Context: an optimization exercise on an open-source flow, tuned for small area and a short achievable clock period. The choices shown serve that exercise and are no tape-out recipe. Function was checked by simulation only, so behaviour that the tests miss may differ from the original. Power is estimated from default activity; no workload was simulated.

File: run.sh
#!/bin/bash
# synth_recipe.tcl (not shown) runs the flow's synth.tcl, then flattens the netlist and writes it again
# the make line also repeats each setting of config.mk as NAME=value (left out here)
make -C /OpenROAD-flow-scripts/flow DESIGN_CONFIG=/design/flow/config.mk WORK_HOME=/design/flow/orfs CLKGATE_MAP_FILE= SYNTH_SCRIPT=/design/flow/synth_recipe.tcl finish
File: config.mk
export PLATFORM = sky130hd
export DESIGN_NAME = twist_mesh_top
export DESIGN_NICKNAME = twist_mesh_top
export VERILOG_FILES = /design/flow/design.v
export SDC_FILE = /design/flow/constraint.sdc
export NUM_CORES = 4
export LEC_CHECK = 0
export CAP_MARGIN = 20
export CORE_MARGIN = 2
export CORE_UTILIZATION = 40
export SLEW_MARGIN = 20
File: constraint.sdc
create_clock -name core_clock -period 11.0 [get_ports {clk_i}]
set_input_delay 2.2000 -clock core_clock [delete_from_list [all_inputs] [get_ports {clk_i}]]
set_output_delay 2.2000 -clock core_clock [all_outputs]
set_load 0.01 [all_outputs]
File: design.v
module TwistPE #(
     parameter INPUT_WIDTH_p  = 8
    ,parameter WEIGHT_WIDTH_p = 8
    ,parameter OUTPUT_WIDTH_p = 32      
)(
     input  logic                              clk_i
    ,input  logic                              reset_i
    ,input  logic signed [WEIGHT_WIDTH_p-1:0]  in_weight_i
    ,output logic signed [WEIGHT_WIDTH_p-1:0]  out_weight_o
    ,input  logic                              in_lock_i
    ,output logic                              out_lock_o
    ,input  logic signed [INPUT_WIDTH_p-1:0]   in_ifmap_i
    ,output logic signed [INPUT_WIDTH_p-1:0]   out_ifmap_o
    ,input  logic signed [OUTPUT_WIDTH_p-1:0]  in_psum_i
    ,output logic signed [OUTPUT_WIDTH_p-1:0]  out_psum_o
    ,input  logic                              in_propagate_i
    ,output logic                              out_propagate_o
    ,input  logic                              in_valid_i
);
    logic signed [INPUT_WIDTH_p-1:0]  buffer1_r;
    logic signed [INPUT_WIDTH_p-1:0]  buffer2_r;
    logic signed [WEIGHT_WIDTH_p-1:0] pass_reg_r;
    logic                             lock_delayed_r;
    logic                             prop_delayed_r;
    logic lock_rise;
    assign lock_rise = in_lock_i & ~lock_delayed_r;
    logic signed [INPUT_WIDTH_p-1:0] weight_sel;
    assign weight_sel = (in_propagate_i == 1'b0) ? buffer1_r
                                                 : buffer2_r;
    logic signed [OUTPUT_WIDTH_p:0] mac_full;
    assign mac_full = in_psum_i + (in_ifmap_i * weight_sel);
    logic signed [OUTPUT_WIDTH_p-1:0] mac_result;
    always_comb begin
        if (mac_full < $signed({2'b11, {(OUTPUT_WIDTH_p-1){1'b0}}}))       
            mac_result = {1'b1, {(OUTPUT_WIDTH_p-1){1'b0}}};       
        else if (mac_full > $signed({2'b00, {(OUTPUT_WIDTH_p-1){1'b1}}}))  
            mac_result = {1'b0, {(OUTPUT_WIDTH_p-1){1'b1}}};       
        else
            mac_result = mac_full[OUTPUT_WIDTH_p-1:0];
    end
    assign out_ifmap_o     = in_ifmap_i;                                   
    assign out_psum_o      = in_valid_i ? mac_result : in_psum_i;          
    assign out_weight_o    = pass_reg_r;                                   
    assign out_lock_o      = lock_delayed_r;                               
    assign out_propagate_o = prop_delayed_r;                               
    always_ff @(posedge clk_i) begin
        if (reset_i) begin
            buffer1_r      <= '0;
            buffer2_r      <= '0;
            pass_reg_r     <= '0;
            lock_delayed_r <= 1'b0;
            prop_delayed_r <= 1'b0;
        end
        else if (in_valid_i) begin
            pass_reg_r <= in_weight_i;
            lock_delayed_r <= in_lock_i;
            prop_delayed_r <= in_propagate_i;
            if (lock_rise) begin
                if (in_propagate_i == 1'b0)
                    buffer2_r <= in_weight_i;                              
                else
                    buffer1_r <= in_weight_i;                              
            end
        end
    end
endmodule
module TwistMesh #(
     parameter N_p            = 4                                          
    ,parameter INPUT_WIDTH_p  = 8
    ,parameter WEIGHT_WIDTH_p = 8
    ,parameter OUTPUT_WIDTH_p = 32      
)(
     input  logic                              clk_i
    ,input  logic                              reset_i
    ,input  logic [N_p-1:0][WEIGHT_WIDTH_p-1:0] in_weight_i
    ,input  logic [N_p-1:0]                     in_lock_i
    ,input  logic [N_p-1:0][INPUT_WIDTH_p-1:0]  in_ifmap_i
    ,input  logic [N_p-1:0][OUTPUT_WIDTH_p-1:0] in_psum_i
    ,input  logic                              in_propagate_i
    ,input  logic                              in_valid_i
    ,input  logic                              in_last_i
    ,output logic [N_p-1:0][OUTPUT_WIDTH_p-1:0] out_psum_o
    ,output logic                              out_valid_o
    ,output logic                              out_last_o
);
    logic [N_p-1:0][N_p-1:0][WEIGHT_WIDTH_p-1:0] pe_in_weight;
    logic [N_p-1:0][N_p-1:0][WEIGHT_WIDTH_p-1:0] pe_out_weight;
    logic [N_p-1:0][N_p-1:0] pe_in_lock;
    logic [N_p-1:0][N_p-1:0] pe_out_lock;
    logic [N_p-1:0][N_p-1:0][INPUT_WIDTH_p-1:0] pe_in_ifmap;
    logic [N_p-1:0][N_p-1:0][INPUT_WIDTH_p-1:0] pe_out_ifmap;
    logic [N_p-1:0][N_p-1:0][OUTPUT_WIDTH_p-1:0] pe_in_psum;
    logic [N_p-1:0][N_p-1:0][OUTPUT_WIDTH_p-1:0] pe_out_psum;
    logic [N_p-1:0][N_p-1:0] pe_in_prop;
    logic [N_p-1:0][N_p-1:0] pe_out_prop;
    logic [N_p-1:0] col_valid_r;
    assign col_valid_r[0] = in_valid_i;
    for (genvar c = 1; c < N_p; c++) begin : gen_valid_pipe
        always_ff @(posedge clk_i) begin
            if (reset_i)
                col_valid_r[c] <= 1'b0;
            else
                col_valid_r[c] <= col_valid_r[c-1];
        end
    end
    logic [N_p-1:0] col_last_r;
    assign col_last_r[0] = in_last_i;
    for (genvar c = 1; c < N_p; c++) begin : gen_last_pipe
        always_ff @(posedge clk_i) begin
            if (reset_i)
                col_last_r[c] <= 1'b0;
            else
                col_last_r[c] <= col_last_r[c-1];
        end
    end
    for (genvar r = 0; r < N_p; r++) begin : gen_row
        for (genvar c = 0; c < N_p; c++) begin : gen_col
            TwistPE #(
                 .INPUT_WIDTH_p  (INPUT_WIDTH_p)
                ,.WEIGHT_WIDTH_p (WEIGHT_WIDTH_p)
                ,.OUTPUT_WIDTH_p (OUTPUT_WIDTH_p)
            ) u_pe (
                 .clk_i           (clk_i)
                ,.reset_i         (reset_i)
                ,.in_weight_i     (pe_in_weight [r][c])
                ,.out_weight_o    (pe_out_weight[r][c])
                ,.in_lock_i       (pe_in_lock   [r][c])
                ,.out_lock_o      (pe_out_lock  [r][c])
                ,.in_ifmap_i      (pe_in_ifmap  [r][c])
                ,.out_ifmap_o     (pe_out_ifmap [r][c])
                ,.in_psum_i       (pe_in_psum   [r][c])
                ,.out_psum_o      (pe_out_psum  [r][c])
                ,.in_propagate_i  (pe_in_prop   [r][c])
                ,.out_propagate_o (pe_out_prop  [r][c])
                ,.in_valid_i      (col_valid_r[c])                         
            );
        end
    end
    for (genvar r = 0; r < N_p; r++) begin : gen_weight_col0
        assign pe_in_weight[r][0] = in_weight_i[r];                        
    end
    for (genvar r = 0; r < N_p; r++) begin : gen_weight_horiz
        for (genvar c = 1; c < N_p; c++) begin : gen_weight_c
            assign pe_in_weight[r][c] = pe_out_weight[r][c-1];             
        end
    end
    for (genvar r = 0; r < N_p; r++) begin : gen_lock_col0
        assign pe_in_lock[r][0] = in_lock_i[r];                            
    end
    for (genvar r = 0; r < N_p; r++) begin : gen_lock_diag
        for (genvar c = 1; c < N_p; c++) begin : gen_lock_c
            assign pe_in_lock[r][c] = pe_out_lock[(r+1)%N_p][c-1];         
        end
    end
    for (genvar r = 0; r < N_p; r++) begin : gen_ifmap_col0
        assign pe_in_ifmap[r][0] = in_ifmap_i[r];                          
    end
    for (genvar r = 0; r < N_p; r++) begin : gen_ifmap_diag
        for (genvar c = 1; c < N_p; c++) begin : gen_ifmap_c
            always_ff @(posedge clk_i) begin
                if (col_valid_r[c-1])                                      
                    pe_in_ifmap[r][c] <= pe_out_ifmap[(r+1)%N_p][c-1];     
            end
        end
    end
    for (genvar r = 0; r < N_p; r++) begin : gen_psum_col0
        assign pe_in_psum[r][0] = in_psum_i[r];                            
    end
    for (genvar r = 0; r < N_p; r++) begin : gen_psum_horiz
        for (genvar c = 1; c < N_p; c++) begin : gen_psum_c
            always_ff @(posedge clk_i) begin
                if (col_valid_r[c-1])                                      
                    pe_in_psum[r][c] <= pe_out_psum[r][c-1];               
            end
        end
    end
    for (genvar r = 0; r < N_p; r++) begin : gen_prop_col0
        assign pe_in_prop[r][0] = in_propagate_i;                          
    end
    for (genvar r = 0; r < N_p; r++) begin : gen_prop_chain
        for (genvar c = 1; c < N_p; c++) begin : gen_prop_c
            assign pe_in_prop[r][c] = pe_out_prop[r][c-1];                 
        end
    end
    for (genvar r = 0; r < N_p; r++) begin : gen_output
        assign out_psum_o[r] = pe_out_psum[r][N_p-1];
    end
    assign out_valid_o = col_valid_r[N_p-1];
    assign out_last_o  = col_last_r[N_p-1];
endmodule
module twist_mesh_top #(
     parameter N_p = 4
)(
     input  logic                clk_i
    ,input  logic                reset_i
    ,input  logic [N_p*8-1:0]    in_weight_i
    ,input  logic [N_p-1:0]      in_lock_i
    ,input  logic [N_p*8-1:0]    in_ifmap_i
    ,input  logic [N_p*32-1:0]   in_psum_i
    ,input  logic                in_propagate_i
    ,input  logic                in_valid_i
    ,input  logic                in_last_i
    ,output logic [N_p*32-1:0]   out_psum_o
    ,output logic                out_valid_o
    ,output logic                out_last_o
);
    TwistMesh #(
         .N_p           (N_p)
        ,.INPUT_WIDTH_p (8)
        ,.WEIGHT_WIDTH_p(8)
        ,.OUTPUT_WIDTH_p(32)
    ) u_mesh (
         .clk_i          (clk_i)
        ,.reset_i        (reset_i)
        ,.in_weight_i    (in_weight_i)
        ,.in_lock_i      (in_lock_i)
        ,.in_ifmap_i     (in_ifmap_i)
        ,.in_psum_i      (in_psum_i)
        ,.in_propagate_i (in_propagate_i)
        ,.in_valid_i     (in_valid_i)
        ,.in_last_i      (in_last_i)
        ,.out_psum_o     (out_psum_o)
        ,.out_valid_o    (out_valid_o)
        ,.out_last_o     (out_last_o)
    );
endmodule
==> run notes <==
cells by family (layout without fill, tap and decap cells):
group,Yosys count,count (layout),synth area share
buf+inv,2179,2626,0.0672
xor+xnor,484,485,0.0348
other cells,0,17,0
mux,281,281,0.0236
flops,857,857,0.180
simple gates,2599,2600,0.101
fa+ha+maj,3498,3498,0.494
compound gates,2005,2005,0.0995
Yosys cell counts (26+ instances only):
master                     instances
sky130_fd_sc_hd__a211oi_1         49
sky130_fd_sc_hd__a21o_1          231
sky130_fd_sc_hd__nand2b_1        144
sky130_fd_sc_hd__fa_1           2240
sky130_fd_sc_hd__nand2_1        1021
sky130_fd_sc_hd__o21ai_0         378
sky130_fd_sc_hd__clkbuf_1        218
sky130_fd_sc_hd__and2_1          170
sky130_fd_sc_hd__o31ai_1          33
sky130_fd_sc_hd__o21ai_1          26
sky130_fd_sc_hd__maj3_1           77
sky130_fd_sc_hd__mux2_2           56
sky130_fd_sc_hd__nand3_1          83
sky130_fd_sc_hd__o211ai_1         53
sky130_fd_sc_hd__nor2b_1         469
sky130_fd_sc_hd__xnor2_1         312
sky130_fd_sc_hd__a21oi_1         791
sky130_fd_sc_hd__a31oi_1          57
sky130_fd_sc_hd__xor2_1          171
sky130_fd_sc_hd__o21bai_1         49
sky130_fd_sc_hd__nor3_1           58
sky130_fd_sc_hd__edfxtp_1        480
sky130_fd_sc_hd__inv_1          1935
sky130_fd_sc_hd__nor2_1          490
sky130_fd_sc_hd__o21a_1           69
sky130_fd_sc_hd__or2_2            30
sky130_fd_sc_hd__o22ai_1         105
sky130_fd_sc_hd__and3_1           36
sky130_fd_sc_hd__maj3_2           29
sky130_fd_sc_hd__dfxtp_1         377
sky130_fd_sc_hd__ha_1           1152
sky130_fd_sc_hd__nand4_1          29
sky130_fd_sc_hd__mux2i_1         225
through the flow:
stage               utilization  instances  total power, W
floorplan                     -      11903         0.00813
global placement          0.431      16124         0.00967
finish                    0.444      16347          0.0132
CTS                       0.443      16327          0.0133
global route              0.444      16340          0.0142
detailed placement        0.431      16124         0.00975
state kept, by name, indices dropped and copies added (netlist names):
register and count:
u_mesh.col_last_r 3, u_mesh.col_valid_r 3, u_mesh.gen_row.gen_col.u_pe.buffer1_r 128, u_mesh.gen_row.gen_col.u_pe.buffer2_r 128, u_mesh.gen_row.gen_col.u_pe.lock_delayed_r 16, u_mesh.gen_row.gen_col.u_pe.pass_reg_r 96, u_mesh.gen_row.gen_col.u_pe.prop_delayed_r 3, u_mesh.pe_in_ifmap 96
u_mesh.pe_in_psum 384
path summary, 6_finish.rpt:
| check | endpoint | slack [ns] |
|---|---|---|
| worst max-delay path | out_psum_o[12] | 0.47 |
| worst min-delay path | u_mesh.col_last_r[2]$_SDFF_PP0_ | 0.44 |
| worst max register to register | u_mesh.pe_in_psum[106]$_SDFFCE_PP0P_ | 1.72 |
| worst min register to register | u_mesh.col_last_r[2]$_SDFF_PP0_ | 0.44 |
routing by layer:
| metal | part of all wire | global-route usage | vias up |
|---|---|---|---|
| met2 | 0.43 | 0.306 | 1887 |
| met1 | 0.49 | 0.307 | 41566 |
| met3 | 0.060 | 0.0272 | 290 |
| met4 | 0.022 | 0.0425 | 34 |
| met5 | 0.00065 | 0 | - |
| li1 | - | - | 39512 |
repair_timing:
| action | CTS | global route |
|---|---|---|
| pin swaps | 0 | 2 |
| hold buffers | 0 | 0 |
| gates resized for setup | 11 | 19 |
| cloned | 0 | 2 |
| setup endpoints to repair | 74 | 114 |
| setup buffers | 15 | 1 |
| hold endpoints to repair | 0 | 0 |
report_power, final:
group | internal, W | switching (W) | total (W)
sequential | 0.00397 | 0.000384 | 0.00435
combinational | 0.00222 | 0.00312 | 0.00533
clock | 0.00207 | 0.00146 | 0.00353
total | 0.00826 | 0.00496 | 0.0132
cell type report:
| class | count | area, um2 | area share |
|---|---|---|---|
| multi-input cells | 8869 | 92200 | 0.685 |
| well taps | 3978 | 4980 | 0.0370 |
| clock buffers | 130 | 2780 | 0.0207 |
| repair buffers | 502 | 4640 | 0.0345 |
| inverters | 1936 | 7290 | 0.0542 |
| clock inverters | 58 | 744 | 0.00553 |
| diodes | 17 | 42.5 | 0.000316 |
| flip-flops and latches | 857 | 22000 | 0.163 |
==> flow_summary.ini <==
[outcome]
result_of_the_run = timing/DRC/antenna clean

[logic_synthesis]
post_synth.cell_area_avg_um2 = 10.3
synthesis.yosys.warnings = 2
netlist_area_before_placement_um2 = 122000
synth_seq_cells = 857
synth_nets = 15496
synth_top_area_frac = 0.367
synthTopCellsByArea = sky130_fd_sc_hd__fa_1, sky130_fd_sc_hd__edfxtp_1, sky130_fd_sc_hd__ha_1, sky130_fd_sc_hd__dfxtp_1, sky130_fd_sc_hd__inv_1
synth.yosys.seq_area_share = 0.180
dominantRegCellSynth = sky130_fd_sc_hd__edfxtp_1
synth-edff-count = 480
postSynthCellCount = 11903
synth_area_leader_cell = sky130_fd_sc_hd__fa_1
async_flop_share = 0
synth_cell_types = 86

[cells_and_area]
num-fill-cells = 28853
cell_area_after_layout_um2 = 135000
areaGrowthSynthToFinish_pct = 10.2
final_nets = 15858
layout-drive-gt1-share = 0.0435
most-common-layout-cells = sky130_fd_sc_hd__fa_1, sky130_fd_sc_hd__inv_1, sky130_fd_sc_hd__ha_1, sky130_fd_sc_hd__nand2_1, sky130_fd_sc_hd__a21oi_1
final_common_cell = sky130_fd_sc_hd__fa_1

[grt]
grt_antenna_before_repair = 45
grt_start_max_net_pins = 177
globalRouteTotalUtil = 0.202
global_route_wire_length_before_repair_um = 492000
grt-ovfl-total = 0
first_global_vias = 85041

[drt]
detailedRoute.firstPassIterationCount = 5
dr_total_vias = 83289
routed_via_density = 5.10
drt.antenna.violating_nets = 0
postRouteWirelength_um = 310000
remaining_drc_errors = 0
wire_per_inst_um = 18.9
drt_iter0_drc = 5734

[sta]
timing.slew.headroom = 0.172
report.final.slew_viol_count = 0
final.min_clock_period_ns = 10.53
final.setup.tns_ns = 0
setup_violations = 0
fmax_mhz = 95.0
timing.final.hold_violations = 0
finClkSkew_ns = 0.0551
final.setup.worst_slack_ns = 0.474
fin_crit_sh = 0.957
fin_worst_hold_slack_ns = 0.439
grt_setup_unrepaired = no
worst_margin_slew_ns = 1.24

[clock_tree]
clk-insertion-delay-late_ns = 0.76
clk_path_buf_depth = 3
tritoncts = done
cts_root_buf = sky130_fd_sc_hd__clkbuf_16
numCtsBuffers = 99
clk_transition_reported_paths_ns = 0.06
htree_num_levels = 3
clock_sink_count = 857

[setup_path]
buffer_and_inverter_count_on_the_worst_path = 6
crit_fanout = 31
cp.arrival_ns = 8.33
rr_worst_depth = 21
worstSetupPathType = reg2out
cp_slowest_cell = sky130_fd_sc_hd__fa_2
timing.critical_path.slowest_cell_delay_ns = 0.77
required_ns = 8.80
cp_num_cells = 22
critical_path.cell_chain = buf_6 > mux2i_1 > buf_4 > nand2b_1 > fa_1 > fa_2 > clkinvlp_4 > buf_4 > fa_1 > fa_1 > ha_1 > ha_1 > nand4_1 > nor4_1 > o2bb2ai_1 > o221ai_1 > a31o_2 > xnor2_2 > buf_4 > maj3_1 > mux2_2 > clkdlybuf4s50_1
crit_family = adder cells
crit_path_end_kind = primary output
start_kind = flop

[floorplan]
ioPinCount = 331
chipHeight_um = 557
floorplan.die_area_um2 = 310000
std_cell_rows = 202
floorplan.initialDensity = 0.403
core_area_um2 = 303000
die_width_um = 557

[worst_hold_path]
min-delay-start = u_mesh.col_last_r[1]$_SDFF_PP0_
whs_path_depth = 1
min-delay-path-class = reg2reg

[place]
port_buffers = 330
detailed_place_hpwl_um = 262000
place_ws_ns = 0.588
globalplace.congestion = 0.929
placed_area_um2 = 131000

[power_and_ir_drop]
peakVddDrop_uv = 135
p_leak_nw = 63.7
power_per_cell_area_nw_per_um2 = 98.2

[run]
drv.max_cap_violation_count = 0

## static timing again, ports no longer ideal
In the flow no input, the clock included, has a driving cell. The finished layout below was timed again as built, in two steps. Step 1: set_driving_cell puts a clkbuf_16 on clk_i and a buf_2 on each other input, an assumption about the parent block. Step 2, shift: input delay + t, output delay - t, t = (earliest + latest rising clock arrival at the registers) / 2. This alone moves slack from input paths to output paths. Three values: no drivers, after step 1, after step 2; two values: the first two.
t, ns: 0.827
slack for setup (ns): 0.474 / 0.379 / 0.570
hold slack, ns: 0.439 / 0.439 / 0.439
latest minus earliest clock arrival (ns): 0.062 / 0.062
pins driven straight from the clock port: 1
After both steps this run still meets setup and hold. For this run, drivers alone change the setup slack by -0.095 ns; drivers and shift together by +0.096 ns.
